Source: an optimization exercise on an open RTL-to-GDS flow (aim: a short achievable clock period and few clock cycles). Production flows keep margins and buffers that such runs may drop.
The RTL was checked by simulation tests, not by an equivalence proof against the original design.
Power and IR drop assume default switching activity.

[flow/design.v]
module sm_register
#(
    parameter WIDTH = 1
)
(
    input                        clk,
    input      [ WIDTH - 1 : 0 ] d,
    output reg [ WIDTH - 1 : 0 ] q
);
    always @ (posedge clk)
        q <= d;
endmodule
module sm_register_c
#(
    parameter WIDTH = 1
)
(
    input                        clk,
    input                        rst_n,
    input      [ WIDTH - 1 : 0 ] d,
    output reg [ WIDTH - 1 : 0 ] q
);
    localparam RESET = { WIDTH { 1'b0 } };
    always @ (posedge clk or negedge rst_n)
        if(~rst_n)
            q <= RESET;
        else
            q <= d;
endmodule
module sm_register_we
#(
    parameter WIDTH = 1
)
(
    input                        clk,
    input                        rst_n,
    input                        we,
    input      [ WIDTH - 1 : 0 ] d,
    output reg [ WIDTH - 1 : 0 ] q
);
    localparam RESET = { WIDTH { 1'b0 } };
    always @ (posedge clk or negedge rst_n)
        if(~rst_n)
            q <= RESET;
        else
            if(we) q <= d;
endmodule
module sm_register_cs
#(
    parameter WIDTH = 1
)
(
    input                        clk,
    input                        rst_n,
    input                        clr_n,
    input      [ WIDTH - 1 : 0 ] d,
    output     [ WIDTH - 1 : 0 ] q
);
    localparam RESET = { WIDTH { 1'b0 } };
    wire [ WIDTH - 1 : 0 ] dc = ~clr_n ? RESET : d;
    sm_register_c #(WIDTH) r_cs (clk, rst_n, dc, q);
endmodule
module sm_register_wes
#(
    parameter WIDTH = 1
)
(
    input                        clk,
    input                        rst_n,
    input                        clr_n,
    input                        we,
    input      [ WIDTH - 1 : 0 ] d,
    output     [ WIDTH - 1 : 0 ] q
);
    localparam RESET = { WIDTH { 1'b0 } };
    wire [ WIDTH - 1 : 0 ] dc = ~clr_n ? RESET : d;
    sm_register_we #(WIDTH) r_cs (clk, rst_n, we, dc, q);
endmodule
module sm_cpu
(
    input           clk,         
    input           rst_n,       
    input   [ 4:0]  regAddr,     
    output  [31:0]  regData,     
    output  [31:0]  imAddr,      
    input   [31:0]  imData,      
    output  [31:0]  dmAddr,      
    output          dmWe,        
    output  [31:0]  dmWData,     
    output          dmValid,     
    input           dmReady,     
    input   [31:0]  dmRData      
);
    wire        pcSrc;
    wire [ 1:0] pcExc;
    wire        regDst;
    wire        regWrite;
    wire        aluSrc;
    wire        aluZero;
    wire [ 2:0] aluControl;
    wire        memToReg;
    wire        memWrite;
    wire        memAccess;
    wire        hz_stall;
    wire        hz_mem_en;
    wire [31:0] pc;
    wire [31:0] pcBranch;
    wire [31:0] pcNext  = pc + 4;
    wire [31:0] pc_new;
    wire [31:0] pc_flow = ~pcSrc ? pcNext : pcBranch;
    sm_register_we #(32) r_pc(clk ,rst_n, ~hz_stall, pc_new, pc);
    assign imAddr = pc >> 2;   
    wire [31:0] instr = imData;
    wire [31:0] rd0;
    assign regData = (regAddr != 0) ? rd0 : pc;
    wire [ 4:0] a3  = regDst ? instr[15:11] : instr[20:16];
    wire [31:0] rd1;
    wire [31:0] rd2;
    wire [31:0] wd3;
    sm_register_file rf
    (
        .clk        ( clk          ),
        .a0         ( regAddr      ),
        .a1         ( instr[25:21] ),
        .a2         ( instr[20:16] ),
        .a3         ( a3           ),
        .rd0        ( rd0          ),
        .rd1        ( rd1          ),
        .rd2        ( rd2          ),
        .wd3        ( wd3          ),
        .we3        ( regWrite     )
    );
    wire [31:0] signImm = { {16 { instr[15] }}, instr[15:0] };
    assign pcBranch = pcNext + (signImm << 2);
    wire [31:0] aluResult;
    wire [31:0] srcB = aluSrc ? signImm : rd2;
    sm_alu alu
    (
        .srcA       ( rd1          ),
        .srcB       ( srcB         ),
        .oper       ( aluControl   ),
        .shift      ( instr[10:6 ] ),
        .zero       ( aluZero      ),
        .result     ( aluResult    )
    );
    assign dmWe = memWrite;
    assign dmAddr = aluResult;
    assign dmWData = rd2;
    assign dmValid = hz_mem_en;
    wire        cw_cpzToReg;
    wire        cw_cpzRegWrite;
    wire        cp0_ExcAsync;        
    wire        cp0_ExcSync;         
    wire        cw_cpzExcEret;       
    wire        excRiFound;          
    wire        cw_epcSrc;
    wire        cw_branch;           
    sm_control sm_control
    (
        .cmdOper    ( instr[31:26] ),
        .cmdRegS    ( instr[25:21] ),
        .cmdFunk    ( instr[ 5:0 ] ),
        .aluZero    ( aluZero      ),
        .pcSrc      ( pcSrc        ),
        .pcExc      ( pcExc        ),
        .regDst     ( regDst       ),
        .regWrite   ( regWrite     ),
        .aluSrc     ( aluSrc       ),
        .aluControl ( aluControl   ),
        .memWrite   ( memWrite     ),
        .memToReg   ( memToReg     ),
        .memAccess  ( memAccess    ),
        .branch     ( cw_branch    ),
        .cw_cpzToReg    ( cw_cpzToReg    ),
        .cw_cpzRegWrite ( cw_cpzRegWrite ),
        .cw_cpzExcEret  ( cw_cpzExcEret  ),
        .excAsync       ( cp0_ExcAsync   ),
        .excSync        ( cp0_ExcSync    ),
        .cw_epcSrc      ( cw_epcSrc      ),
        .excRiFound     ( excRiFound     )
    );
    wire [31:0] cp0_EPC;                     
    wire [31:0] cp0_ExcHandler;              
    wire [ 4:0] cp0_regNum = instr[15:11];   
    wire [ 2:0] cp0_regSel = instr[ 2:0 ];   
    wire [31:0] cp0_regRD;                   
    wire [31:0] cp0_regWD   = rd2;           
    wire        cp0_TI;                      
    wire [ 5:0] cp0_ExcIP = { cp0_TI, 5'b0 };  
    wire        cp0_ExcRI   = excRiFound;    
    wire        cp0_ExcOv   = 1'b0;          
    wire        cp0_ExcAsyncRq;              
    wire [31:0] cp0_PC = cw_epcSrc ? pc : pc_flow;
    sm_cpz sm_cpz
    (
        .clk            ( clk            ),
        .rst_n          ( rst_n          ),
        .cp0_PC         ( cp0_PC         ),
        .cp0_EPC        ( cp0_EPC        ),
        .cp0_ExcHandler ( cp0_ExcHandler ),
        .cp0_ExcAsyncReq( cp0_ExcAsyncRq ),
        .cp0_ExcAsyncAck( cp0_ExcAsyncRq ),
        .cp0_ExcAsync   ( cp0_ExcAsync   ),
        .cp0_ExcSync    ( cp0_ExcSync    ),
        .cp0_ExcEret    ( cw_cpzExcEret  ),
        .cp0_regNum     ( cp0_regNum     ),
        .cp0_regSel     ( cp0_regSel     ),
        .cp0_regRD      ( cp0_regRD      ),
        .cp0_regWD      ( cp0_regWD      ),
        .cp0_regWE      ( cw_cpzRegWrite ),
        .cp0_ExcIP      ( cp0_ExcIP      ),
        .cp0_ExcRI      ( cp0_ExcRI      ),
        .cp0_ExcOv      ( cp0_ExcOv      ),
        .cp0_TI         ( cp0_TI         )
    );
    assign wd3 = memToReg    ? dmRData   :
                ( cw_cpzToReg ? cp0_regRD : aluResult );
    assign pc_new = pcExc == 2'b01  ?  cp0_ExcHandler :
                    pcExc == 2'b10 ?  cp0_EPC        :
                   pc_flow;
    wire memWait;
    wire memAccessStart    = ~memWait &  memAccess;
    wire memAccessDone     =  memWait &  dmReady;
    wire memAccessProgress =  memWait & ~dmReady;
    wire memWait_new = memAccessStart ? 1 :  
                       memAccessDone  ? 0 :  
                       memWait;
    sm_register_c r_memWait(clk ,rst_n, memWait_new, memWait);
    assign hz_stall  = memAccessStart | memAccessProgress;
    assign hz_mem_en = memAccessStart;
endmodule
module sm_control
(
    input      [5:0] cmdOper,
    input      [4:0] cmdRegS,
    input      [5:0] cmdFunk,
    input            aluZero,
    output           pcSrc,
    output     [1:0] pcExc,
    output reg       regDst,
    output reg       regWrite,
    output reg       aluSrc,
    output reg [2:0] aluControl,
    output reg       memWrite,
    output reg       memToReg,
    output reg       memAccess,
    output reg       branch,
    output reg       cw_cpzToReg,
    output reg       cw_cpzRegWrite,
    output reg       cw_cpzExcEret,
    input            excAsync,
    input            excSync,
    output           cw_epcSrc,
    output reg       excRiFound      
);
    reg          condZero;
    assign pcSrc = branch & (aluZero == condZero);
    assign cw_epcSrc = excSync;
    wire   exception = excAsync | excSync;
    assign pcExc = exception      ? 2'b01  :
                   cw_cpzExcEret  ? 2'b10 : 2'b00;
    always @ (*) begin
        branch      = 1'b0;
        condZero    = 1'b0;
        regDst      = 1'b0;
        regWrite    = 1'b0;
        aluSrc      = 1'b0;
        aluControl  = 3'b000;
        memWrite    = 1'b0;
        memToReg    = 1'b0;
        memAccess   = 1'b0;
        cw_cpzToReg    = 1'b0;
        cw_cpzRegWrite = 1'b0;
        cw_cpzExcEret  = 1'b0;
        excRiFound  = 1'b0;
        casez( {cmdOper,cmdFunk, cmdRegS} )
            default               : excRiFound = 1'b1;
            { 6'b000000,  6'b100001, 5'b????? } : begin regDst = 1'b1; regWrite = 1'b1; aluControl = 3'b000;  end
            { 6'b000000,  6'b100101,   5'b????? } : begin regDst = 1'b1; regWrite = 1'b1; aluControl = 3'b001;   end
            { 6'b000000,  6'b000010,  5'b????? } : begin regDst = 1'b1; regWrite = 1'b1; aluControl = 3'b011;  end
            { 6'b000000,  6'b000000,  5'b????? } : begin regDst = 1'b1; regWrite = 1'b1; aluControl = 3'b110;  end
            { 6'b000000,  6'b101011, 5'b????? } : begin regDst = 1'b1; regWrite = 1'b1; aluControl = 3'b100; end
            { 6'b000000,  6'b100011, 5'b????? } : begin regDst = 1'b1; regWrite = 1'b1; aluControl = 3'b101; end
            { 6'b001001, 6'b??????,  5'b????? } : begin regWrite = 1'b1; aluSrc = 1'b1; aluControl = 3'b000;  end
            { 6'b001111,   6'b??????,  5'b????? } : begin regWrite = 1'b1; aluSrc = 1'b1; aluControl = 3'b010;  end
            { 6'b100011,    6'b??????,  5'b????? } : begin regWrite = 1'b1; aluSrc = 1'b1; aluControl = 3'b000; 
                                                  memToReg = 1'b1; memAccess = 1'b1; end
            { 6'b101011,    6'b??????,  5'b????? } : begin memWrite = 1'b1; aluSrc = 1'b1; aluControl = 3'b000; 
                                                  memAccess = 1'b1; end
            { 6'b000100,   6'b??????,  5'b????? } : begin branch = 1'b1; condZero = 1'b1; aluControl = 3'b101; end
            { 6'b000101,   6'b??????,  5'b????? } : begin branch = 1'b1; aluControl = 3'b101; end
            { 6'b010000, 6'b??????, 5'b00000 } : begin cw_cpzToReg = 1'b1; regWrite = 1'b1; end
            { 6'b010000, 6'b??????, 5'b00100 } : begin cw_cpzRegWrite = 1'b1; end
            { 6'b010000, 6'b011000, 5'b10000   } : begin cw_cpzExcEret  = 1'b1; end
            { 6'b000000,  6'b000000,  5'b00000    } : ;
        endcase
    end
endmodule
module sm_alu
(
    input  [31:0] srcA,
    input  [31:0] srcB,
    input  [ 2:0] oper,
    input  [ 4:0] shift,
    output        zero,
    output reg [31:0] result
);
    always @ (*) begin
        case (oper)
            default   : result = srcA + srcB;
            3'b000  : result = srcA + srcB;
            3'b001   : result = srcA | srcB;
            3'b010  : result = (srcB << 16);
            3'b011  : result = srcB >> shift;
            3'b110  : result = srcB << shift;
            3'b100 : result = (srcA < srcB) ? 1 : 0;
            3'b101 : result = srcA - srcB;
        endcase
    end
    assign zero   = (result == 0);
endmodule
module sm_register_file
(
    input         clk,
    input  [ 4:0] a0,
    input  [ 4:0] a1,
    input  [ 4:0] a2,
    input  [ 4:0] a3,
    output [31:0] rd0,
    output [31:0] rd1,
    output [31:0] rd2,
    input  [31:0] wd3,
    input         we3
);
    reg [31:0] rf [31:0];
        assign rd0 = ( a0 == 5'b0      ) ? 32'b0 :
                     ( a0 == a3 && we3 ) ? wd3   : rf [a0];
        assign rd1 = ( a1 == 5'b0      ) ? 32'b0 :
                     ( a1 == a3 && we3 ) ? wd3   : rf [a1];
        assign rd2 = ( a2 == 5'b0      ) ? 32'b0 :
                     ( a2 == a3 && we3 ) ? wd3   : rf [a2];
    always @ (posedge clk)
        if(we3) rf [a3] <= wd3;
endmodule
module sm_cpz
(
    input         clk,
    input         rst_n,
    input  [31:0] cp0_PC,            
    output [31:0] cp0_EPC,           
    output [31:0] cp0_ExcHandler,    
    output        cp0_ExcAsyncReq,  
    input         cp0_ExcAsyncAck,
    output        cp0_ExcAsync,   
    output        cp0_ExcSync,    
    input         cp0_ExcEret,       
    input  [ 4:0] cp0_regNum,        
    input  [ 2:0] cp0_regSel,        
    output [31:0] cp0_regRD,         
    input  [31:0] cp0_regWD,         
    input         cp0_regWE,         
    input  [ 5:0] cp0_ExcIP,         
    input         cp0_ExcRI,         
    input         cp0_ExcOv,         
    output        cp0_TI             
);
    assign cp0_ExcHandler = 32'h100;
    wire [31:0] cp0_Status;          
    wire [ 7:0] cp0_StatusIM;        
    wire        cp0_StatusEXL;       
    wire        cp0_StatusIE;        
    wire [31:0] cp0_Cause;           
    wire        cp0_CauseTI;         
    wire        cp0_CauseDC;         
    wire [ 7:0] cp0_CauseIP;         
    wire [ 4:0] cp0_CauseExcCode;    
    wire [31:0] cp0_Compare;         
    wire [31:0] cp0_Count;           
    assign cp0_Status = {   16'b0,
                            cp0_StatusIM, 
                            6'b0, 
                            cp0_StatusEXL, 
                            cp0_StatusIE 
                        };
    assign cp0_Cause  = {   1'b0, 
                            cp0_CauseTI, 
                            2'b0, 
                            cp0_CauseDC, 
                            11'b0, 
                            cp0_CauseIP, 
                            1'b0, 
                            cp0_CauseExcCode, 
                            2'b0 
                        };
    wire cp0_Status_sel  =  (cp0_regNum == 5'd12)
                         && (cp0_regSel == 3'd0);
    wire cp0_Cause_sel   =  (cp0_regNum == 5'd13)
                         && (cp0_regSel == 3'd0);
    wire cp0_EPC_sel     =  (cp0_regNum == 5'd14)
                         && (cp0_regSel == 3'd0);
    wire cp0_Compare_sel =  (cp0_regNum == 5'd11)
                         && (cp0_regSel == 3'd0);
    wire cp0_Count_sel   =  (cp0_regNum == 5'd9)
                         && (cp0_regSel == 3'd0);
    assign cp0_regRD =  cp0_Compare_sel ? cp0_Compare : (
                        cp0_Count_sel   ? cp0_Count   : (
                        cp0_Status_sel  ? cp0_Status  : (
                        cp0_Cause_sel   ? cp0_Cause   : (
                        cp0_EPC_sel     ? cp0_EPC     : 32'b0 ))));
    wire        cp0_Compare_load  = cp0_Compare_sel & cp0_regWE;
    sm_register_we #(32) r_cp0_Compare(clk, rst_n, cp0_Compare_load, cp0_regWD, cp0_Compare);
    wire        cp0_Count_load  = cp0_Count_sel  & cp0_regWE;
    wire [31:0] cp0_Count_new   = cp0_Count_load ? cp0_regWD : cp0_Count + 1;
    wire        cp0_Count_we    = cp0_Count_load | ~cp0_CauseDC;
    sm_register_we #(32) r_cp0_Count(clk, rst_n, cp0_Count_we, cp0_Count_new, cp0_Count);
    wire cp0_Status_load = (cp0_regWE && cp0_Status_sel);
    wire cp0_StatusIE_new = cp0_regWD [0];
    sm_register_we r_cp0_StatusIE(clk, rst_n, cp0_Status_load, cp0_StatusIE_new, cp0_StatusIE);
    wire [ 7:0] cp0_StatusIM_new = cp0_regWD [15:8];
    sm_register_we #(8) r_cp0_StatusIM(clk, rst_n, cp0_Status_load, cp0_StatusIM_new, cp0_StatusIM);
    assign cp0_ExcAsyncReq =  |(cp0_CauseIP & cp0_StatusIM) & ~cp0_StatusEXL;
    wire cp0_RequestForSync  = cp0_ExcRI | cp0_ExcOv;
    wire cp0_StatusEXL_new = cp0_Status_load ? cp0_regWD [1] :
                             cp0_ExcEret     ? 1'b0          :
                             cp0_StatusEXL | cp0_ExcAsyncAck | cp0_RequestForSync;
    sm_register_c  r_cp0_StatusEXL(clk, rst_n, cp0_StatusEXL_new, cp0_StatusEXL);
    assign cp0_ExcAsync = cp0_ExcAsyncAck     & ~cp0_StatusEXL;
    assign cp0_ExcSync  = cp0_RequestForSync  & ~cp0_StatusEXL;
    wire cp0_ExcRequest = cp0_ExcAsync | cp0_ExcSync;
    wire cp0_Cause_load = (cp0_regWE && cp0_Cause_sel);
    wire cp0_CauseDC_next = cp0_regWD [27];
    sm_register_we r_cp0_CauseDC(clk, rst_n, cp0_Cause_load, cp0_CauseDC_next, cp0_CauseDC);
    assign cp0_TI = cp0_CauseTI;
    wire cp0_CauseTI_next = cp0_Compare_load ? 1'b0 :
                            cp0_CauseTI      ? 1'b1 :
                            cp0_StatusIE & ~cp0_CauseDC & (cp0_Compare == cp0_Count);
    sm_register_c r_cp0_CauseTI(clk, rst_n, cp0_CauseTI_next, cp0_CauseTI);
    wire [ 7:0] cp0_CauseIP_next;
    assign cp0_CauseIP_next [1:0] = cp0_Cause_load ? cp0_regWD [9:8] : cp0_CauseIP [1:0];
    assign cp0_CauseIP_next [7:2] = cp0_ExcEret   ? 6'b0              :
                                    cp0_StatusEXL ? cp0_CauseIP [7:2] :
                                    cp0_StatusIE  ? cp0_ExcIP         : cp0_CauseIP [7:2];
    sm_register_c #(8) r_cp0_CauseIP(clk, rst_n, cp0_CauseIP_next, cp0_CauseIP);
    wire [ 4:0] cp0_CauseExcCode_next = cp0_ExcRI ? 5'h0a : (
                                        cp0_ExcOv ? 5'h0c : 5'h00 );
    sm_register_we #(5) r_cp0_CauseExcCode(clk, rst_n, cp0_ExcRequest, cp0_CauseExcCode_next, cp0_CauseExcCode);
    wire cp0_EPC_load = (cp0_regWE && cp0_EPC_sel);
    wire [31:0] cp0_EPC_next = cp0_EPC_load   ? cp0_regWD : 
                               cp0_ExcRequest ? cp0_PC    : cp0_EPC;
    sm_register_c #(32) r_cp0_epc(clk, rst_n, cp0_EPC_next, cp0_EPC);
endmodule
module sm_pcpu
(
    input           clk,         
    input           rst_n,       
    input   [ 4:0]  regAddr,     
    output  [31:0]  regData,     
    output  [31:0]  imAddr,      
    input   [31:0]  imData,      
    output  [31:0]  dmAddr,      
    output          dmWe,        
    output  [31:0]  dmWData,     
    output          dmValid,     
    input           dmReady,     
    input   [31:0]  dmRData      
);
    localparam BHT_IW = 6;
    localparam BHT_N  = 1 << BHT_IW;
    localparam RS_ADD = 0, RS_SUB = 1, RS_OR = 2, RS_SLTU = 3,
               RS_SLL = 4, RS_SRL = 5, RS_IMM = 6, RS_CP0 = 7;
    reg  [31:0] pc_F;
    reg         v_E;
    reg  [31:0] pc_E;
    reg  [31:0] pcp4_E;
    reg  [31:0] btgt_E;
    reg         pred_E;
    reg  [31:0] opA_E;
    reg  [31:0] opB_E;
    reg  [31:0] opI_E;       
    reg         fwdA_E;      
    reg         fwdB_E;      
    reg         fwdI_E;
    reg         fwdWA_E;     
    reg         fwdWB_E;     
    reg         fwdWI_E;
    reg  [31:0] imm_E;
    reg  [ 4:0] sa_E;
    reg  [ 7:0] rsel_E;
    reg  [ 4:0] dst_E;
    reg         rw_E;
    reg         ld_E;
    reg         st_E;
    reg         br_E;
    reg         bne_E;
    reg         mtc0_E;
    reg         eret_E;
    reg         ri_E;
    reg  [ 4:0] cp0sel_E;    
    reg         v_M;
    reg  [31:0] res_M;
    reg  [31:0] wd_M;
    reg  [ 4:0] dst_M;
    reg         rw_M;
    reg         ld_M;
    reg         req_M;       
    reg         we_M;        
    reg  [31:0] cp0_Count;
    reg  [31:0] cp0_Compare;
    reg  [ 7:0] cp0_StatusIM;
    reg         cp0_StatusEXL;
    reg         cp0_StatusIE;
    reg         cp0_CauseDC;
    reg         cp0_CauseTI;
    reg  [ 7:0] cp0_CauseIP;
    reg  [ 4:0] cp0_CauseExcCode;
    reg  [31:0] cp0_EPC;
    reg         v_W;
    reg  [ 4:0] dst_W;
    reg         rw_W;
    reg         ld_W;
    wire hz_F;
    wire redirect_E;
    wire selBT_E, selP4_E, selH_E, selEPC_E;
    wire stall_W = v_W & ld_W & ~dmReady;
    wire stall_M = stall_W | (req_M & ~dmReady);
    wire stall_E = stall_M;
    wire stall_F = stall_E | hz_F;
    assign imAddr = pc_F >> 2;
    wire [31:0] instr_F = imData;
    wire [ 5:0] op_F  = instr_F[31:26];
    wire [ 4:0] rs_F  = instr_F[25:21];
    wire [ 4:0] rt_F  = instr_F[20:16];
    wire [ 4:0] rd_F  = instr_F[15:11];
    wire [ 4:0] sa_F  = instr_F[10:6 ];
    wire [ 5:0] fn_F  = instr_F[ 5:0 ];
    wire [15:0] imm_F = instr_F[15:0 ];
    wire [ 2:0] sel_F = instr_F[ 2:0 ];
    wire spec_F  = (op_F == 6'b000000);
    wire addu_F  = spec_F & (fn_F == 6'b100001);
    wire or_F    = spec_F & (fn_F == 6'b100101  );
    wire srl_F   = spec_F & (fn_F == 6'b000010 );
    wire sll_F   = spec_F & (fn_F == 6'b000000 );
    wire sltu_F  = spec_F & (fn_F == 6'b101011);
    wire subu_F  = spec_F & (fn_F == 6'b100011);
    wire addiu_F = (op_F == 6'b001001);
    wire lui_F   = (op_F == 6'b001111  );
    wire lw_F    = (op_F == 6'b100011   );
    wire sw_F    = (op_F == 6'b101011   );
    wire beq_F   = (op_F == 6'b000100  );
    wire bne_F   = (op_F == 6'b000101  );
    wire cop0_F  = (op_F == 6'b010000 );
    wire mfc0_F  = cop0_F & (rs_F == 5'b00000);
    wire mtc0_F  = cop0_F & (rs_F == 5'b00100);
    wire eret_F  = cop0_F & (rs_F == 5'b10000) & (fn_F == 6'b011000);
    wire rtype_F = addu_F | or_F | srl_F | sll_F | sltu_F | subu_F;
    wire br_F    = beq_F | bne_F;
    wire ri_F    = ~(rtype_F | addiu_F | lui_F | lw_F | sw_F | br_F
                   | mfc0_F | mtc0_F | eret_F);
    wire        useRs_F = addu_F | or_F | sltu_F | subu_F | addiu_F | lw_F | sw_F | br_F;
    wire        useRt_F = rtype_F | sw_F | br_F | mtc0_F;
    wire [ 4:0] dst_F   = rtype_F ? rd_F : rt_F;
    wire        wr_F    = rtype_F | addiu_F | lui_F | lw_F | mfc0_F;
    wire        rw_F    = wr_F & (dst_F != 5'b0);
    wire [ 7:0] rsel_F;
    assign rsel_F[RS_ADD ] = addu_F | addiu_F | lw_F | sw_F;
    assign rsel_F[RS_SUB ] = subu_F;
    assign rsel_F[RS_OR  ] = or_F;
    assign rsel_F[RS_SLTU] = sltu_F;
    assign rsel_F[RS_SLL ] = sll_F;
    assign rsel_F[RS_SRL ] = srl_F;
    assign rsel_F[RS_IMM ] = lui_F;
    assign rsel_F[RS_CP0 ] = mfc0_F;
    wire        immSel_F = addiu_F | lui_F | lw_F | sw_F;
    wire [31:0] sext_F   = { {16 { imm_F[15] }}, imm_F };
    wire [31:0] immv_F   = lui_F ? { imm_F, 16'b0 } : sext_F;
    wire [ 4:0] cp0sel_F;
    assign cp0sel_F[0] = (rd_F == 5'd9  ) & (sel_F == 3'd0  );
    assign cp0sel_F[1] = (rd_F == 5'd11) & (sel_F == 3'd0);
    assign cp0sel_F[2] = (rd_F == 5'd12 ) & (sel_F == 3'd0 );
    assign cp0sel_F[3] = (rd_F == 5'd13  ) & (sel_F == 3'd0  );
    assign cp0sel_F[4] = (rd_F == 5'd14    ) & (sel_F == 3'd0    );
    reg  [ 1:0] bht [0:BHT_N-1];
    wire [31:0] pcp4_F = { pc_F[31:2] + 30'd1, pc_F[1:0] };
    wire [29:0] btgtW_F;
    wire        btgtCo_F;
    sm_ks_add #(30) tgt_F (.a(pc_F[31:2]), .b(sext_F[29:0]), .ci(1'b1), .s(btgtW_F), .co(btgtCo_F));
    wire [31:0] btgt_F = { btgtW_F, pc_F[1:0] };
    wire        pred_F = br_F & bht[pc_F[BHT_IW+1:2]][1];
    wire        weM = v_M & rw_M & ~ld_M;
    wire        weW = v_W & rw_W & ld_W & dmReady;
    wire [31:0] rf [0:31];
    assign rf[0] = 32'b0;
    genvar g;
    generate
        for (g = 1; g < 32; g = g + 1) begin : gpr
            reg [31:0] q;
            always @ (posedge clk)
                if (weM && dst_M == g)
                    q <= res_M;
                else if (weW && dst_W == g)
                    q <= dmRData;
            assign rf[g] = q;
        end
    endgenerate
    wire bypMA_F = weM & (dst_M == rs_F);
    wire bypMB_F = weM & (dst_M == rt_F);
    wire bypWA_F = v_W & rw_W & ld_W & (dst_W == rs_F);
    wire bypWB_F = v_W & rw_W & ld_W & (dst_W == rt_F);
    wire [31:0] opA_F = bypMA_F ? res_M : bypWA_F ? dmRData : rf[rs_F];
    wire [31:0] opB_F = bypMB_F ? res_M : bypWB_F ? dmRData : rf[rt_F];
    wire fwdA_F  = v_E & rw_E & ~ld_E & (dst_E == rs_F);
    wire fwdB_F  = v_E & rw_E & ~ld_E & (dst_E == rt_F);
    wire fwdWA_F = ~fwdA_F & v_M & rw_M & ld_M & (dst_M == rs_F);
    wire fwdWB_F = ~fwdB_F & v_M & rw_M & ld_M & (dst_M == rt_F);
    assign hz_F = v_E & ld_E & rw_E & ((useRs_F & (rs_F == dst_E)) | (useRt_F & (rt_F == dst_E)));
    wire [31:0] pcSeq_F  = stall_F ? pc_F : (pred_F ? btgt_F : pcp4_F);
    wire [31:0] pcNext_F = ({32{selBT_E }} & btgt_E )
                         | ({32{selP4_E }} & pcp4_E )
                         | ({32{selH_E  }} & 32'h100)
                         | ({32{selEPC_E}} & cp0_EPC)
                         | ({32{~redirect_E}} & pcSeq_F);
    always @ (posedge clk or negedge rst_n)
        if (~rst_n)
            pc_F <= 32'b0;
        else
            pc_F <= pcNext_F;
    always @ (posedge clk or negedge rst_n)
        if (~rst_n)
            v_E <= 1'b0;
        else if (~stall_E)
            v_E <= ~hz_F & ~redirect_E;
    always @ (posedge clk)
        if (~stall_E) begin
            pc_E     <= pc_F;
            pcp4_E   <= pcp4_F;
            btgt_E   <= btgt_F;
            pred_E   <= pred_F;
            opA_E    <= opA_F;
            opB_E    <= opB_F;
            opI_E    <= immSel_F ? immv_F : opB_F;
            fwdA_E   <= fwdA_F;
            fwdB_E   <= fwdB_F;
            fwdI_E   <= fwdB_F & ~immSel_F;
            fwdWA_E  <= fwdWA_F;
            fwdWB_E  <= fwdWB_F;
            fwdWI_E  <= fwdWB_F & ~immSel_F;
            imm_E    <= immv_F;
            sa_E     <= sa_F;
            rsel_E   <= rsel_F;
            dst_E    <= dst_F;
            rw_E     <= rw_F;
            ld_E     <= lw_F;
            st_E     <= sw_F;
            br_E     <= br_F;
            bne_E    <= bne_F;
            mtc0_E   <= mtc0_F;
            eret_E   <= eret_F;
            ri_E     <= ri_F;
            cp0sel_E <= cp0sel_F;
        end
    wire [31:0] a_E  = fwdA_E ? res_M : fwdWA_E ? dmRData : opA_E;
    wire [31:0] b_E  = fwdB_E ? res_M : fwdWB_E ? dmRData : opB_E;
    wire [31:0] bi_E = fwdI_E ? res_M : fwdWI_E ? dmRData : opI_E;
    wire [31:0] sum_E;
    wire [31:0] dif_E;
    wire        sumCo_E;
    wire        difCo_E;
    sm_ks_add add_E (.a(a_E), .b(bi_E), .ci(1'b0), .s(sum_E), .co(sumCo_E));
    sm_ks_add sub_E (.a(a_E), .b(~b_E), .ci(1'b1), .s(dif_E), .co(difCo_E));
    wire [31:0] sll_E  = b_E << sa_E;
    wire [31:0] srl_E  = b_E >> sa_E;
    wire [31:0] cp0_Status = { 16'b0, cp0_StatusIM, 6'b0, cp0_StatusEXL, cp0_StatusIE };
    wire [31:0] cp0_Cause  = { 1'b0, cp0_CauseTI, 2'b0, cp0_CauseDC, 11'b0,
                               cp0_CauseIP, 1'b0, cp0_CauseExcCode, 2'b0 };
    wire [31:0] cp0rd_E = ({32{cp0sel_E[0]}} & cp0_Count  )
                        | ({32{cp0sel_E[1]}} & cp0_Compare)
                        | ({32{cp0sel_E[2]}} & cp0_Status )
                        | ({32{cp0sel_E[3]}} & cp0_Cause  )
                        | ({32{cp0sel_E[4]}} & cp0_EPC    );
    wire [31:0] res_E = ({32{rsel_E[RS_ADD ]}} & sum_E)
                      | ({32{rsel_E[RS_SUB ]}} & dif_E)
                      | ({32{rsel_E[RS_OR  ]}} & (a_E | b_E))
                      | ({32{rsel_E[RS_SLTU]}} & { 31'b0, ~difCo_E })
                      | ({32{rsel_E[RS_SLL ]}} & sll_E)
                      | ({32{rsel_E[RS_SRL ]}} & srl_E)
                      | ({32{rsel_E[RS_IMM ]}} & imm_E)
                      | ({32{rsel_E[RS_CP0 ]}} & cp0rd_E);
    wire eqRR_E    = (opA_E == opB_E);
    wire eqMR_E    = (res_M == opB_E);
    wire eqRM_E    = (opA_E == res_M);
    wire eqWR_E    = (dmRData == opB_E);
    wire eqRW_E    = (opA_E == dmRData);
    wire eqMW_E    = (res_M == dmRData);
    wire aR_E      = ~fwdA_E & ~fwdWA_E;
    wire bR_E      = ~fwdB_E & ~fwdWB_E;
    wire eq_E      = (aR_E    & bR_E    & eqRR_E)
                   | (aR_E    & fwdB_E  & eqRM_E)
                   | (aR_E    & fwdWB_E & eqRW_E)
                   | (fwdA_E  & bR_E    & eqMR_E)
                   | (fwdA_E  & fwdB_E)
                   | (fwdA_E  & fwdWB_E & eqMW_E)
                   | (fwdWA_E & bR_E    & eqWR_E)
                   | (fwdWA_E & fwdB_E  & eqMW_E)
                   | (fwdWA_E & fwdWB_E);
    wire cond_E    = eq_E ^ bne_E;
    wire taken_E   = br_E & cond_E;
    wire irqReq    = |(cp0_CauseIP & cp0_StatusIM) & ~cp0_StatusEXL;
    wire go_E      = v_E & ~stall_E;             
    wire ex_E      = go_E & ~irqReq;             
    wire irq_E     = go_E & irqReq;              
    wire ri_go_E   = ex_E & ri_E;
    wire eret_go_E = ex_E & eret_E;
    wire mtc0_go_E = ex_E & mtc0_E;
    wire excReq_E  = (irq_E | ri_go_E) & ~cp0_StatusEXL;
    assign selH_E    = irq_E | ri_go_E;
    assign selEPC_E  = eret_go_E;
    assign selBT_E   = ex_E & br_E & ~pred_E & cond_E;
    assign selP4_E   = ex_E & br_E &  pred_E & ~cond_E;
    assign redirect_E = selH_E | selEPC_E | selBT_E | selP4_E;
    wire cp0_Count_load   = mtc0_go_E & cp0sel_E[0];
    wire cp0_Compare_load = mtc0_go_E & cp0sel_E[1];
    wire cp0_Status_load  = mtc0_go_E & cp0sel_E[2];
    wire cp0_Cause_load   = mtc0_go_E & cp0sel_E[3];
    wire cp0_EPC_load     = mtc0_go_E & cp0sel_E[4];
    always @ (posedge clk or negedge rst_n)
        if (~rst_n) begin
            cp0_Count        <= 32'b0;
            cp0_Compare      <= 32'b0;
            cp0_StatusIM     <= 8'b0;
            cp0_StatusEXL    <= 1'b0;
            cp0_StatusIE     <= 1'b0;
            cp0_CauseDC      <= 1'b0;
            cp0_CauseTI      <= 1'b0;
            cp0_CauseIP      <= 8'b0;
            cp0_CauseExcCode <= 5'b0;
            cp0_EPC          <= 32'b0;
        end else begin
            if (cp0_Count_load)
                cp0_Count <= b_E;
            else if (~cp0_CauseDC)
                cp0_Count <= cp0_Count + 32'd1;
            if (cp0_Compare_load)
                cp0_Compare <= b_E;
            if (cp0_Status_load) begin
                cp0_StatusIE <= b_E[0];
                cp0_StatusIM <= b_E[15:8];
            end
            cp0_StatusEXL <= cp0_Status_load ? b_E[1] :
                             eret_go_E       ? 1'b0   :
                             cp0_StatusEXL | irq_E | ri_go_E;
            if (cp0_Cause_load)
                cp0_CauseDC <= b_E[27];
            cp0_CauseTI <= cp0_Compare_load ? 1'b0 :
                           cp0_CauseTI      ? 1'b1 :
                           cp0_StatusIE & ~cp0_CauseDC & (cp0_Compare == cp0_Count);
            if (cp0_Cause_load)
                cp0_CauseIP[1:0] <= b_E[9:8];
            cp0_CauseIP[7:2] <= eret_go_E     ? 6'b0 :
                                cp0_StatusEXL ? cp0_CauseIP[7:2] :
                                cp0_StatusIE  ? { cp0_CauseTI, 5'b0 } : cp0_CauseIP[7:2];
            if (excReq_E)
                cp0_CauseExcCode <= ri_go_E ? 5'h0a : 5'h00;
            if (cp0_EPC_load)
                cp0_EPC <= b_E;
            else if (excReq_E)
                cp0_EPC <= pc_E;
        end
    reg               bu_br;
    reg               bu_taken;
    reg  [BHT_IW-1:0] bu_idx;
    always @ (posedge clk or negedge rst_n)
        if (~rst_n)
            bu_br <= 1'b0;
        else
            bu_br <= ex_E & br_E;
    always @ (posedge clk) begin
        bu_taken <= cond_E;
        bu_idx   <= pc_E[BHT_IW+1:2];
    end
    wire [1:0] bu_cnt = bht[bu_idx];
    integer i;
    always @ (posedge clk or negedge rst_n)
        if (~rst_n) begin
            for (i = 0; i < BHT_N; i = i + 1)
                bht[i] <= 2'b10;
        end else if (bu_br)
            bht[bu_idx] <= bu_taken ? (bu_cnt == 2'b11 ? 2'b11 : bu_cnt + 2'b01)
                                    : (bu_cnt == 2'b00 ? 2'b00 : bu_cnt - 2'b01);
    always @ (posedge clk or negedge rst_n)
        if (~rst_n) begin
            v_M   <= 1'b0;
            req_M <= 1'b0;
            we_M  <= 1'b0;
        end else if (~stall_M) begin
            v_M   <= v_E & ~irqReq;
            req_M <= v_E & ~irqReq & (ld_E | st_E);
            we_M  <= v_E & ~irqReq & st_E;
        end
    always @ (posedge clk)
        if (~stall_M) begin
            res_M <= res_E;
            wd_M  <= b_E;
            dst_M <= dst_E;
            rw_M  <= rw_E;
            ld_M  <= ld_E;
        end
    assign dmValid = req_M;
    assign dmWe    = we_M;
    assign dmAddr  = res_M;
    assign dmWData = wd_M;
    always @ (posedge clk or negedge rst_n)
        if (~rst_n)
            v_W <= 1'b0;
        else if (~stall_W)
            v_W <= v_M & ~stall_M;
    always @ (posedge clk)
        if (~stall_W) begin
            dst_W <= dst_M;
            rw_W  <= rw_M;
            ld_W  <= ld_M;
        end
    reg [ 4:0] regAddr_q;
    reg [31:0] regData_q;
    always @ (posedge clk) begin
        regAddr_q <= regAddr;
        regData_q <= (regAddr_q != 5'b0) ? rf[regAddr_q] : pc_F;
    end
    assign regData = regData_q;
endmodule
module sm_ks_add
#(
    parameter W = 32,
    parameter L = 5          
)
(
    input  [W-1:0] a,
    input  [W-1:0] b,
    input          ci,
    output [W-1:0] s,
    output         co
);
    wire [W-1:0] p0 = a ^ b;
    wire [W-1:0] g0 = a & b;
    wire [W-1:0] gl [0:L];
    wire [W-1:0] pl [0:L];
    assign gl[0] = { g0[W-1:1], g0[0] | (p0[0] & ci) };
    assign pl[0] = p0;
    genvar l, k;
    generate
        for (l = 0; l < L; l = l + 1) begin : lvl
            for (k = 0; k < W; k = k + 1) begin : bitk
                if (k >= (1 << l)) begin : comb
                    assign gl[l+1][k] = gl[l][k] | (pl[l][k] & gl[l][k - (1 << l)]);
                    assign pl[l+1][k] = pl[l][k] & pl[l][k - (1 << l)];
                end else begin : pass
                    assign gl[l+1][k] = gl[l][k];
                    assign pl[l+1][k] = pl[l][k];
                end
            end
        end
    endgenerate
    wire [W:0] c = { gl[L], ci };
    assign s  = p0 ^ c[W-1:0];
    assign co = c[W];
endmodule
[flow/run.sh]
#!/bin/bash
# synth_recipe.tcl (not shown) runs the flow's synth.tcl, then flattens the netlist and writes it again
# the make line also repeats each setting of config.mk as NAME=value (left out here)
make -C /OpenROAD-flow-scripts/flow DESIGN_CONFIG=/design/flow/config.mk WORK_HOME=/design/flow/orfs CLKGATE_MAP_FILE= SYNTH_SCRIPT=/design/flow/synth_recipe.tcl finish
[flow/config.mk]
export PLATFORM = sky130hd
export DESIGN_NAME = sm_pcpu
export DESIGN_NICKNAME = sm_pcpu
export VERILOG_FILES = /design/flow/design.v
export SDC_FILE = /design/flow/constraint.sdc
export NUM_CORES = 4
export LEC_CHECK = 0
export ABC_CLOCK_PERIOD_IN_PS = 1000
export CAP_MARGIN = 20
export CORE_MARGIN = 2
export CORE_UTILIZATION = 25
export SETUP_SLACK_MARGIN = 3.0
export SLEW_MARGIN = 20
export TNS_END_PERCENT = 5
[flow/constraint.sdc]
create_clock -name core_clock -period 6.5 [get_ports {clk}]
set_input_delay 1.3000 -clock core_clock [delete_from_list [all_inputs] [get_ports {clk}]]
set_output_delay 1.3000 -clock core_clock [all_outputs]
set_load 0.01 [all_outputs]
==> reports/metrics.cfg, run 1 <==
[routing]
ant_nets=0
drc_errors=0
drt-total-wl_um=732000
drt-initial-drc-count=22345
vias=105389
drt_first_pass_iters=13
wl_per_cell_um=47.0
viasPerCell=6.76

[finish]
seq_area_sq_um=47800
multi_input_area_sq_um=53900
nNetsFinal=10089
nFillCells=41725
syn_to_final_growth_pct=23.0
final_cells=15592
stdcell_area_sq_um=126000
drive_above_1_share=0.287
final_util=0.309

[synthesis]
ys_seq_area_frac=0.465
ys_ff_latch=1650
yosys_warnings=4
yosys.area_share.simple=0.0979
yosys_most_used_dff=edfxtp_1
muxShareOfSynthArea=0.145
synthAdderAreaFrac=0.0163
yosysUniqueCellTypes=106
synth_cells=9571
async_flop_share=0.168
postSynthAreaPerCell_sq_um=10.7
synth_top_family_by_area=compound AO/OA/AOI/OAI gates
netlist_area_sq_um=103000
synthXorXnorAreaFrac=0.0337
synth_edf_count=1328
synth_compound_area_frac=0.200

[critical_path]
path_class=register to register
end_kind=register
critPathMaxFanout=16
cp.required_ps=7280
startpoint_type=register
arrival_ps=4970

[pwr]
peakVddDrop_uv=435
leakagePower_nw=44.3
p_per_area_nw_per_um2=395
p_total_mw=50.0

[global_route]
grt_max_degree=145
grt_overflow_total=0
grt_pass1_vias=95578
antenna_found_initial=90
grt_pass1_wl_um=945000
grt_usage=0.337

[cts]
cts_sinks=1650
clockBufferDepth=4
clk_pin_slew_ps=70
htreeDepth=4
cts_tree=done
cts-root-buf=clkbuf_16
clock_latency_ps=1020
cts_hold_buf=0
cts_buffers=193

[timing]
setup_ws_ps=2310
tightest_slew_ps=1440
fmax_mhz=239
slew_violations=0
tns_ps=0
setup_viol=0
post-route-period-util=0.645
finalHoldViolCount=0
min_period_ps=4190
rsz0062_at_grt=yes
fin_skew_ps=124
whs_ps=383
max-slew-margin-rel=0.0428

[floorplan]
row_count=235
die_x_um=645
initial_core_util=0.251
die_h_um=645
io_pins=202
dieArea_sq_um=416000
core_sq_um=410000

[flow_run]
cap_violations=0

[placement]
placed_area_sq_um=114000
numPlacedInstances=14822
portBuffers=199
post-dp-hpwl_um=482000
dp_slack_ps=406
gp_congestion=1.08

[min_path]
hp-class=input pin to async pin

[status]
status=timing/DRC/antenna clean

## placed cells by master (no fill, tap or decap), types with 95 or more instances in the layout
cell type           n
edfxtp_1         1328
mux2_2           1050
a22oi_1           859
nand2_1           792
buf_4             670
o21ai_0           344
a21oi_1           337
nor2_1            303
a221oi_1          300
a22o_1            296
mux2i_1           220
xor2_1            219
nand3_1           216
dfrtp_1           207
clkbuf_16         199
xnor2_1           168
nand4_1           163
clkdlybuf4s50_1   149
buf_12            134
inv_1             103
a222oi_1          103
nor3_1             99
ha_1               96
diode_2            95
## cells by family after synthesis
group                      Yosys count
and+or+nand+nor                   2127
muxes                             1322
buffers and inverters             1101
DFF                               1650
AOI/OAI and AO/OA                 2845
adders and majority gates          132
other                                1
xor gates and xnor gates           393
## per-layer routing
layer / routed length (um) / up-vias / track usage / share of wire
met5: 739 / - / 0.00844 / 0.0010
met3: 111000 / 3504 / 0.154 / 0.15
met1: 259000 / 52409 / 0.401 / 0.35
met2: 284000 / 11266 / 0.459 / 0.39
li1: - / 38154 / - / -
met4: 77200 / 56 / 0.276 / 0.11
## cell usage after synthesis (97+ instances only)
cell | count | area share
xor2_1 | 221 | 0.019
ha_1 | 129 | 0.016
a21oi_1 | 373 | 0.018
nand2_1 | 815 | 0.030
nor3_1 | 124 | 0.0060
edfxtp_1 | 1328 | 0.39
inv_1 | 120 | 0.0044
nand4_1 | 163 | 0.0099
a22o_1 | 296 | 0.025
o21ai_0 | 402 | 0.020
a22oi_1 | 861 | 0.063
nor2_1 | 404 | 0.015
clkbuf_1 | 799 | 0.029
a222oi_1 | 103 | 0.010
mux2_2 | 1051 | 0.12
a221oi_1 | 308 | 0.026
nand3_1 | 219 | 0.011
dfrtp_1 | 214 | 0.052
mux2i_1 | 242 | 0.024
buf_1 | 97 | 0.0035
xnor2_1 | 171 | 0.015
## worst max-delay path: stages (launching register included)
cell and delay (ps):
dfxtp_1 540, nand2b_1 530, nor2_4 1000, buf_4 670
a22o_1 250, a221oi_1 60, nand4_1 140, o32a_1 720
## report_power, final
part           switching [mW]  internal [mW]  total (mW)
clock                    5.16           6.71        11.9
combinational            14.7           7.85        22.6
sequential               2.16           13.4        15.5
total                    22.0           27.9        50.0
## state kept, by name, indices dropped and copies added (netlist names), 6 cells and up
signal / cells
gpr.q: 992
bht: 128
cp0_Compare: 32
cp0_Count: 32
cp0_EPC: 32
imm_E: 32
opA_E: 32
opB_E: 32
opI_E: 32
pc_E: 32
pc_F: 32
regData_q: 32
res_M: 32
wd_M: 32
btgt_E: 30
pcp4_E: 30
cp0_StatusIM: 8
rsel_E: 8
bu_idx: 6
## final timing paths
check | from | end | slack, ps | cells past startpoint
max | regAddr_q[0]$_DFF_P_ | regData_q[23]$_DFF_P_ | 2310 | 7
min | rst_n | bht[22][0]$_DFFE_PN0P_ | 380 | 1
max reg2reg | regAddr_q[0]$_DFF_P_ | regData_q[23]$_DFF_P_ | 2310 | 7
min reg2reg | pc_F[0]$_DFF_PN0_ | pc_E[0]$_DFFE_PN_ | 410 | 0
max in group asynchronous | rst_n | pc_F[15]$_DFF_PN0_ | 4850 | 2
min in group core_clock | pc_F[0]$_DFF_PN0_ | pc_E[0]$_DFFE_PN_ | 410 | 0
## layout make-up
class | count | area share
diodes | 95 | 0.00188
clock buffers | 248 | 0.0414
clock inverters | 108 | 0.0104
inverters | 127 | 0.00415
multi-input cells | 6826 | 0.426
flip-flops and latches | 1650 | 0.378
well taps | 5451 | 0.0539
repair buffers | 1087 | 0.0844
## timing repair
action | CTS | global route
pin swaps | 111 | 33
cloned | 10 | 0
resized for setup | 569 | 71
buffers inserted | 266 | 43
endpoints found under the setup margin | 1240 | 1009
Testbench counts, summed over its fixed seeds: cycles 73,081.
==> inputs of run 2 (changes only) <==
--- a/flow/design.v
+++ b/flow/design.v
@@ -477,15 +477,13 @@
     reg  [31:0] opA_E;
     reg  [31:0] opB_E;
     reg  [31:0] opI_E;       
-    reg         fwdA_E;      
-    reg         fwdB_E;      
-    reg         fwdI_E;
-    reg         fwdWA_E;     
-    reg         fwdWB_E;     
-    reg         fwdWI_E;
+    reg  [ 5:0] srcA_E;
+    reg  [ 5:0] srcB_E;
+    reg  [ 5:0] srcI_E;
     reg  [31:0] imm_E;
     reg  [ 4:0] sa_E;
     reg  [ 7:0] rsel_E;
+    reg  [ 3:0] kind_E;      
     reg  [ 4:0] dst_E;
     reg         rw_E;
     reg         ld_E;
@@ -497,7 +495,11 @@
     reg         ri_E;
     reg  [ 4:0] cp0sel_E;    
     reg         v_M;
-    reg  [31:0] res_M;
+    reg  [31:0] sum_M;
+    reg  [31:0] dif_M;
+    reg         slt_M;
+    reg  [31:0] oth_M;
+    reg  [ 3:0] kind_M;
     reg  [31:0] wd_M;
     reg  [ 4:0] dst_M;
     reg         rw_M;
@@ -515,6 +517,7 @@
     reg  [ 4:0] cp0_CauseExcCode;
     reg  [31:0] cp0_EPC;
     reg         v_W;
+    reg  [31:0] wb_W;
     reg  [ 4:0] dst_W;
     reg         rw_W;
     reg         ld_W;
@@ -570,6 +573,11 @@
     assign rsel_F[RS_SRL ] = srl_F;
     assign rsel_F[RS_IMM ] = lui_F;
     assign rsel_F[RS_CP0 ] = mfc0_F;
+    wire [ 3:0] kind_F;
+    assign kind_F[0] = rsel_F[RS_ADD];
+    assign kind_F[1] = rsel_F[RS_SUB];
+    assign kind_F[2] = rsel_F[RS_SLTU];
+    assign kind_F[3] = rsel_F[RS_OR] | rsel_F[RS_SLL] | rsel_F[RS_SRL] | rsel_F[RS_IMM] | rsel_F[RS_CP0];
     wire        immSel_F = addiu_F | lui_F | lw_F | sw_F;
     wire [31:0] sext_F   = { {16 { imm_F[15] }}, imm_F };
     wire [31:0] immv_F   = lui_F ? { imm_F, 16'b0 } : sext_F;
@@ -581,13 +589,24 @@
     assign cp0sel_F[4] = (rd_F == 5'd14    ) & (sel_F == 3'd0    );
     reg  [ 1:0] bht [0:BHT_N-1];
     wire [31:0] pcp4_F = { pc_F[31:2] + 30'd1, pc_F[1:0] };
-    wire [29:0] btgtW_F;
-    wire        btgtCo_F;
-    sm_ks_add #(30) tgt_F (.a(pc_F[31:2]), .b(sext_F[29:0]), .ci(1'b1), .s(btgtW_F), .co(btgtCo_F));
-    wire [31:0] btgt_F = { btgtW_F, pc_F[1:0] };
+    wire [15:0] btgtL_F;
+    wire        btgtC_F;
+    sm_ks_add #(16, 4) tgt_F (.a(pc_F[17:2]), .b(imm_F), .ci(1'b1), .s(btgtL_F), .co(btgtC_F));
+    wire [13:0] pcH_F   = pc_F[31:18];
+    wire [13:0] pcHp1_F;
+    wire [13:0] pcHm1_F;
+    wire        pcHp1Co_F, pcHm1Co_F;
+    sm_ks_add #(14, 4) inc_F (.a(pcH_F), .b(14'h0000), .ci(1'b1), .s(pcHp1_F), .co(pcHp1Co_F));
+    sm_ks_add #(14, 4) dec_F (.a(pcH_F), .b(14'h3fff), .ci(1'b0), .s(pcHm1_F), .co(pcHm1Co_F));
+    wire [13:0] btgtH_F = (btgtC_F == imm_F[15]) ? pcH_F : (btgtC_F ? pcHp1_F : pcHm1_F);
+    wire [31:0] btgt_F  = { btgtH_F, btgtL_F, pc_F[1:0] };
     wire        pred_F = br_F & bht[pc_F[BHT_IW+1:2]][1];
-    wire        weM = v_M & rw_M & ~ld_M;
-    wire        weW = v_W & rw_W & ld_W & dmReady;
+    wire [31:0] res_M = ({32{kind_M[0]}} & sum_M)
+                      | ({32{kind_M[1]}} & dif_M)
+                      | ({32{kind_M[2]}} & { 31'b0, slt_M })
+                      | ({32{kind_M[3]}} & oth_M);
+    wire        weW = v_W & rw_W & (~ld_W | dmReady);
+    wire [31:0] wdW = ld_W ? dmRData : wb_W;
     wire [31:0] rf [0:31];
     assign rf[0] = 32'b0;
     genvar g;
@@ -595,23 +614,26 @@
         for (g = 1; g < 32; g = g + 1) begin : gpr
             reg [31:0] q;
             always @ (posedge clk)
-                if (weM && dst_M == g)
-                    q <= res_M;
-                else if (weW && dst_W == g)
-                    q <= dmRData;
+                if (weW && dst_W == g)
+                    q <= wdW;
             assign rf[g] = q;
         end
     endgenerate
-    wire bypMA_F = weM & (dst_M == rs_F);
-    wire bypMB_F = weM & (dst_M == rt_F);
-    wire bypWA_F = v_W & rw_W & ld_W & (dst_W == rs_F);
-    wire bypWB_F = v_W & rw_W & ld_W & (dst_W == rt_F);
-    wire [31:0] opA_F = bypMA_F ? res_M : bypWA_F ? dmRData : rf[rs_F];
-    wire [31:0] opB_F = bypMB_F ? res_M : bypWB_F ? dmRData : rf[rt_F];
+    wire        wrM     = v_M & rw_M & ~ld_M;
+    wire        wrW     = v_W & rw_W;
+    wire bypMA_F = wrM & (dst_M == rs_F);
+    wire bypMB_F = wrM & (dst_M == rt_F);
+    wire bypWA_F = wrW & (dst_W == rs_F);
+    wire bypWB_F = wrW & (dst_W == rt_F);
+    wire [31:0] opA_F = bypMA_F ? res_M : bypWA_F ? wdW : rf[rs_F];
+    wire [31:0] opB_F = bypMB_F ? res_M : bypWB_F ? wdW : rf[rt_F];
     wire fwdA_F  = v_E & rw_E & ~ld_E & (dst_E == rs_F);
     wire fwdB_F  = v_E & rw_E & ~ld_E & (dst_E == rt_F);
     wire fwdWA_F = ~fwdA_F & v_M & rw_M & ld_M & (dst_M == rs_F);
     wire fwdWB_F = ~fwdB_F & v_M & rw_M & ld_M & (dst_M == rt_F);
+    wire [ 5:0] srcA_F = { ~fwdA_F & ~fwdWA_F, fwdWA_F, {4{fwdA_F}} & kind_E };
+    wire [ 5:0] srcB_F = { ~fwdB_F & ~fwdWB_F, fwdWB_F, {4{fwdB_F}} & kind_E };
+    wire [ 5:0] srcI_F = immSel_F ? 6'b100000 : srcB_F;
     assign hz_F = v_E & ld_E & rw_E & ((useRs_F & (rs_F == dst_E)) | (useRt_F & (rt_F == dst_E)));
     wire [31:0] pcSeq_F  = stall_F ? pc_F : (pred_F ? btgt_F : pcp4_F);
     wire [31:0] pcNext_F = ({32{selBT_E }} & btgt_E )
@@ -638,12 +660,10 @@
             opA_E    <= opA_F;
             opB_E    <= opB_F;
             opI_E    <= immSel_F ? immv_F : opB_F;
-            fwdA_E   <= fwdA_F;
-            fwdB_E   <= fwdB_F;
-            fwdI_E   <= fwdB_F & ~immSel_F;
-            fwdWA_E  <= fwdWA_F;
-            fwdWB_E  <= fwdWB_F;
-            fwdWI_E  <= fwdWB_F & ~immSel_F;
+            srcA_E   <= srcA_F;
+            srcB_E   <= srcB_F;
+            srcI_E   <= srcI_F;
+            kind_E   <= kind_F;
             imm_E    <= immv_F;
             sa_E     <= sa_F;
             rsel_E   <= rsel_F;
@@ -658,9 +678,21 @@
             ri_E     <= ri_F;
             cp0sel_E <= cp0sel_F;
         end
-    wire [31:0] a_E  = fwdA_E ? res_M : fwdWA_E ? dmRData : opA_E;
-    wire [31:0] b_E  = fwdB_E ? res_M : fwdWB_E ? dmRData : opB_E;
-    wire [31:0] bi_E = fwdI_E ? res_M : fwdWI_E ? dmRData : opI_E;
+    function [31:0] opsel;
+        input [ 5:0] src;
+        input [31:0] sum, dif;
+        input        slt;
+        input [31:0] oth, ld, op;
+        opsel = ({32{src[0]}} & sum)
+              | ({32{src[1]}} & dif)
+              | ({32{src[2]}} & { 31'b0, slt })
+              | ({32{src[3]}} & oth)
+              | ({32{src[4]}} & ld)
+              | ({32{src[5]}} & op);
+    endfunction
+    wire [31:0] a_E  = opsel(srcA_E, sum_M, dif_M, slt_M, oth_M, dmRData, opA_E);
+    wire [31:0] b_E  = opsel(srcB_E, sum_M, dif_M, slt_M, oth_M, dmRData, opB_E);
+    wire [31:0] bi_E = opsel(srcI_E, sum_M, dif_M, slt_M, oth_M, dmRData, opI_E);
     wire [31:0] sum_E;
     wire [31:0] dif_E;
     wire        sumCo_E;
@@ -677,31 +709,34 @@
                         | ({32{cp0sel_E[2]}} & cp0_Status )
                         | ({32{cp0sel_E[3]}} & cp0_Cause  )
                         | ({32{cp0sel_E[4]}} & cp0_EPC    );
-    wire [31:0] res_E = ({32{rsel_E[RS_ADD ]}} & sum_E)
-                      | ({32{rsel_E[RS_SUB ]}} & dif_E)
-                      | ({32{rsel_E[RS_OR  ]}} & (a_E | b_E))
-                      | ({32{rsel_E[RS_SLTU]}} & { 31'b0, ~difCo_E })
+    wire [31:0] oth_E = ({32{rsel_E[RS_OR  ]}} & (a_E | b_E))
                       | ({32{rsel_E[RS_SLL ]}} & sll_E)
                       | ({32{rsel_E[RS_SRL ]}} & srl_E)
                       | ({32{rsel_E[RS_IMM ]}} & imm_E)
                       | ({32{rsel_E[RS_CP0 ]}} & cp0rd_E);
-    wire eqRR_E    = (opA_E == opB_E);
-    wire eqMR_E    = (res_M == opB_E);
-    wire eqRM_E    = (opA_E == res_M);
-    wire eqWR_E    = (dmRData == opB_E);
-    wire eqRW_E    = (opA_E == dmRData);
-    wire eqMW_E    = (res_M == dmRData);
-    wire aR_E      = ~fwdA_E & ~fwdWA_E;
-    wire bR_E      = ~fwdB_E & ~fwdWB_E;
-    wire eq_E      = (aR_E    & bR_E    & eqRR_E)
-                   | (aR_E    & fwdB_E  & eqRM_E)
-                   | (aR_E    & fwdWB_E & eqRW_E)
-                   | (fwdA_E  & bR_E    & eqMR_E)
-                   | (fwdA_E  & fwdB_E)
-                   | (fwdA_E  & fwdWB_E & eqMW_E)
-                   | (fwdWA_E & bR_E    & eqWR_E)
-                   | (fwdWA_E & fwdB_E  & eqMW_E)
-                   | (fwdWA_E & fwdWB_E);
+    wire [31:0] srcV_E [0:6];
+    assign srcV_E[0] = sum_M;
+    assign srcV_E[1] = dif_M;
+    assign srcV_E[2] = { 31'b0, slt_M };
+    assign srcV_E[3] = oth_M;
+    assign srcV_E[4] = dmRData;
+    assign srcV_E[5] = opA_E;
+    assign srcV_E[6] = opB_E;
+    wire [35:0] eqm_E;
+    genvar ea, eb;
+    generate
+        for (ea = 0; ea < 6; ea = ea + 1) begin : geqa
+            for (eb = 0; eb < 6; eb = eb + 1) begin : geqb
+                if (ea == eb && ea < 5) begin : same
+                    assign eqm_E[ea * 6 + eb] = srcA_E[ea] & srcB_E[eb];
+                end else begin : cmp
+                    assign eqm_E[ea * 6 + eb] = srcA_E[ea] & srcB_E[eb]
+                                              & (srcV_E[ea] == srcV_E[eb == 5 ? 6 : eb]);
+                end
+            end
+        end
+    endgenerate
+    wire eq_E      = |eqm_E;
     wire cond_E    = eq_E ^ bne_E;
     wire taken_E   = br_E & cond_E;
     wire irqReq    = |(cp0_CauseIP & cp0_StatusIM) & ~cp0_StatusEXL;
@@ -777,15 +812,16 @@
         bu_taken <= cond_E;
         bu_idx   <= pc_E[BHT_IW+1:2];
     end
-    wire [1:0] bu_cnt = bht[bu_idx];
-    integer i;
-    always @ (posedge clk or negedge rst_n)
-        if (~rst_n) begin
-            for (i = 0; i < BHT_N; i = i + 1)
-                bht[i] <= 2'b10;
-        end else if (bu_br)
-            bht[bu_idx] <= bu_taken ? (bu_cnt == 2'b11 ? 2'b11 : bu_cnt + 2'b01)
-                                    : (bu_cnt == 2'b00 ? 2'b00 : bu_cnt - 2'b01);
+    generate
+        for (g = 0; g < BHT_N; g = g + 1) begin : gbht
+            always @ (posedge clk or negedge rst_n)
+                if (~rst_n)
+                    bht[g] <= 2'b10;
+                else if (bu_br && bu_idx == g)
+                    bht[g] <= bu_taken ? (bht[g] == 2'b11 ? 2'b11 : bht[g] + 2'b01)
+                                       : (bht[g] == 2'b00 ? 2'b00 : bht[g] - 2'b01);
+        end
+    endgenerate
     always @ (posedge clk or negedge rst_n)
         if (~rst_n) begin
             v_M   <= 1'b0;
@@ -798,7 +834,11 @@
         end
     always @ (posedge clk)
         if (~stall_M) begin
-            res_M <= res_E;
+            sum_M  <= sum_E;
+            dif_M  <= dif_E;
+            slt_M  <= ~difCo_E;
+            oth_M  <= oth_E;
+            kind_M <= kind_E;
             wd_M  <= b_E;
             dst_M <= dst_E;
             rw_M  <= rw_E;
@@ -806,7 +846,7 @@
         end
     assign dmValid = req_M;
     assign dmWe    = we_M;
-    assign dmAddr  = res_M;
+    assign dmAddr  = sum_M;
     assign dmWData = wd_M;
     always @ (posedge clk or negedge rst_n)
         if (~rst_n)
@@ -815,15 +855,27 @@
             v_W <= v_M & ~stall_M;
     always @ (posedge clk)
         if (~stall_W) begin
+            wb_W  <= res_M;
             dst_W <= dst_M;
             rw_W  <= rw_M;
             ld_W  <= ld_M;
         end
-    reg [ 4:0] regAddr_q;
+    wire [31:0] dbg [0:31];
+    assign dbg[0] = pc_F;
+    generate
+        for (g = 1; g < 32; g = g + 1) begin : gdbg
+            assign dbg[g] = rf[g];
+        end
+    endgenerate
+    reg [ 2:0] regGrp_q;
+    reg [31:0] regPart_q [0:7];
     reg [31:0] regData_q;
+    integer j;
     always @ (posedge clk) begin
-        regAddr_q <= regAddr;
-        regData_q <= (regAddr_q != 5'b0) ? rf[regAddr_q] : pc_F;
+        regGrp_q <= regAddr[4:2];
+        for (j = 0; j < 8; j = j + 1)
+            regPart_q[j] <= dbg[{ j[2:0], regAddr[1:0] }];
+        regData_q <= regPart_q[regGrp_q];
     end
     assign regData = regData_q;
 endmodule
==> reports/metrics.cfg, run 2 <==
[synthesis]
netlist_area_sq_um=107000
synthTopCellsByCount=1,442 x edfxtp_1, 979 x nand2_1, 830 x a22oi_1
yosysTopAreaCell=edfxtp_1
synth_cells=9700
synth_top_cell_area_share=0.405
postSynthAreaPerCell_sq_um=11.0
synth_edf_count=1442
async_flop_share=0.138
yosysUniqueCellTypes=92
ys_top_cells_by_area=edfxtp_1 40%, a22oi_1 5.8%, mux4_2 5.7%, dfxtp_1 5.6%, dfrtp_1 5.0%
synth_most_common_cell=edfxtp_1
ys_seq_area_frac=0.526
yosys_warnings=6
ys_ff_latch=2018
yosys_most_used_dff=edfxtp_1

[min_path]
hold_path_end=bu_idx[4]$_DFF_P_
hold_depth=0
hp-class=register to register
worstHoldStart=pc_E[6]$_DFFE_PN_

[cts]
clock_latency_ps=1020
clk_pin_slew_ps=60
htreeDepth=4
clockBufferDepth=4
cts_tree=done
cts_buffers=218
cts-root-buf=clkbuf_16
cts_sinks=2018
cts_hold_buf=0

[status]
status=timing/DRC/antenna clean

[flow_run]
cap_violations=0

[finish]
regMostFlops=gpr.q
final_cells=16335
stdcell_area_sq_um=134000
largest_reg_flops=992
drive_above_1_share=0.219
syn_to_final_growth_pct=24.8
final_common_cell=edfxtp_1
multi_input_area_sq_um=49200
nNetsFinal=10566
layout_common_cells=1,442 x edfxtp_1, 964 x nand2_1, 829 x buf_4
top_regs=gpr.q: 992 flops, regPart_q: 256 flops, bht: 128 flops
final_util=0.313
seq_area_sq_um=56300
nFillCells=42702

[critical_path]
slowest_stage=a222oi_1
path_class=register to register
r2r-end=sum_M[30]$_DFFE_PN_
path_cells=buf_6 -> buf_6 -> buf_6 -> buf_4 -> a222oi_1 -> nand2_1 -> ha_4 -> a21boi_2 -> o41a_1 -> o211ai_1 -> buf_4 -> a22oi_2 -> a221o_1 -> o31ai_4 -> nor3_2 -> a311o_1
startpoint_type=register
end_kind=register
arrival_ps=5160
cp_common_cell=buf_6
r2r_cells=16
rrSetupSlack_ps=2010
cp.required_ps=7180
critPathMaxFanout=6
r2r-start=srcI_E[1]$_SDFFCE_PN0N_
critPathMaxStageDelay_ps=600
path_delay_family=compound AO/OA/AOI/OAI gates
path_buf_inv=5

[routing]
ant_nets=0
drc_errors=0
vias=101334
drt-initial-drc-count=21149
drt-total-wl_um=629000
wl_per_cell_um=38.5
drt_first_pass_iters=17
viasPerCell=6.20

[global_route]
grt_overflow_total=0
antenna_found_initial=131
grt_max_degree=155
grt_usage=0.277
grt_pass1_vias=92218
grt_pass1_wl_um=827000

[pwr]
peakVddDrop_uv=307
leakagePower_nw=48.1
p_total_mw=62.3
p_per_area_nw_per_um2=466

[timing]
setup_viol=0
max-slew-margin-rel=0.127
fmax_mhz=223
rsz0062_at_grt=yes
tns_ps=0
finalHoldViolCount=0
min_period_ps=4490
slew_violations=0
fin_skew_ps=135
post-route-period-util=0.690
tightest_slew_ps=1310

[placement]
post-dp-hpwl_um=403000
portBuffers=199
gp_congestion=1.05
placed_area_sq_um=118000
numPlacedInstances=15268

[floorplan]
row_count=240
initial_core_util=0.251
die_h_um=658
dieArea_sq_um=433000
core_sq_um=427000
io_pins=202
die_x_um=658

run 2: cell count changes after synthesis, moves of 158 or more:
cell      before  now
nand2_1      815  979
a221oi_1     308  147
dfxtp_1       44  298
a22o_1       296  138
mux4_2        27  271
a21oi_1      373  590
nor2_1       404  675
clkbuf_1     799  542
mux2_2      1051   66
xnor2_1      171  333
run 2: worst max-delay path by stage:
stage,start,end,slack [ps],cells past startpoint
after global routing,srcI_E[1]$_SDFFCE_PN0N_,sum_M[30]$_DFFE_PN_,2070,16
after floorplan,dmReady,pc_F[2]$_DFF_PN0_,-3140,9
after global placement,dmRData[0],dif_M[31]$_DFFE_PN_,200,15
final,srcI_E[1]$_SDFFCE_PN0N_,sum_M[30]$_DFFE_PN_,2010,16
after detailed placement,dmRData[0],dif_M[31]$_DFFE_PN_,210,15
after CTS,srcA_E[3]$_DFFE_PN_,dif_M[31]$_DFFE_PN_,2220,15
run 2: cell type report:
type                       instances  share of cell area
clock buffer                     275              0.0447
tap                             5687              0.0533
multi-input combinational       6674               0.368
antenna                           87             0.00163
inverter                         188             0.00539
clock inverter                   133              0.0121
sequential                      2018               0.422
timing repair buffer            1273              0.0931
run 2: timing repair:
item,CTS,global route
setup buffers,483,67
pin swaps,177,59
gates resized for setup,497,116
endpoints found under the setup margin,921,616
cloned,17,0
run 2: cell families after synthesis:
kind of cell             synth area share
multiplexers                       0.0768
other                           0.0000350
flip-flops                          0.526
AO/OA/AOI/OAI                       0.161
XOR/XNOR                           0.0571
buffers and inverters              0.0379
adder cells (fa/ha/maj)            0.0144
AND/OR/NAND/NOR                     0.127
run 2: where the power goes:
part	total (mW)	internal (mW)	switching, mW	leakage, nW
combinational	28.7	9.99	18.7	24.6
sequential	20.0	17.6	2.41	19.9
clock	13.6	7.67	5.90	3.66
total	62.3	35.2	27.0	48.1
run 2: per-layer routing:
layer / vias up / global-route usage / routed length [um]
met5: - / 0.00709 / 532
met4: 53 / 0.214 / 60700
met3: 3076 / 0.127 / 101000
met2: 10201 / 0.383 / 250000
met1: 49499 / 0.331 / 216000
li1: 38505 / - / -
run 2: stage by stage:
stage | worst slack, ps | hold slack [ps]
3_3_place_gp | 200 | 373
4_1_cts | 2220 | 388
5_1_grt | 2070 | 386
3_5_place_dp | 206 | 378
6_report | 2010 | 389
2_1_floorplan | -3140 | 348
Testbench counts of run 2, summed over its fixed seeds: cycles 73,081.

[port drivers added, routing unchanged]
No port has a modelled driver above. Below, the same layouts with a new extraction and two added sets of constraints. Step 1, drivers: a clkbuf_16 drives clk and a buf_2 each remaining input, both assumed. Step 2 moves the port delays by t, midway between the first and last clock arrival at a register: inputs arrive t later, outputs are due t later. That takes back most of the time a late clock gives input paths. Three values: ideal, step 1, step 2; two values: the first two.
run | t (ns) | setup WS [ns] | worst setup path after step 2
run 1 | 1.063 | 2.309 / 2.309 / 1.492 | input to register
run 2 | 1.038 | 2.014 / 2.014 / 1.242 | input to register
After both steps setup and hold are still met in every run listed. The setup slack of run 1, which loses most, moves by 0.000 ns with the drivers and by -0.817 ns with both steps.
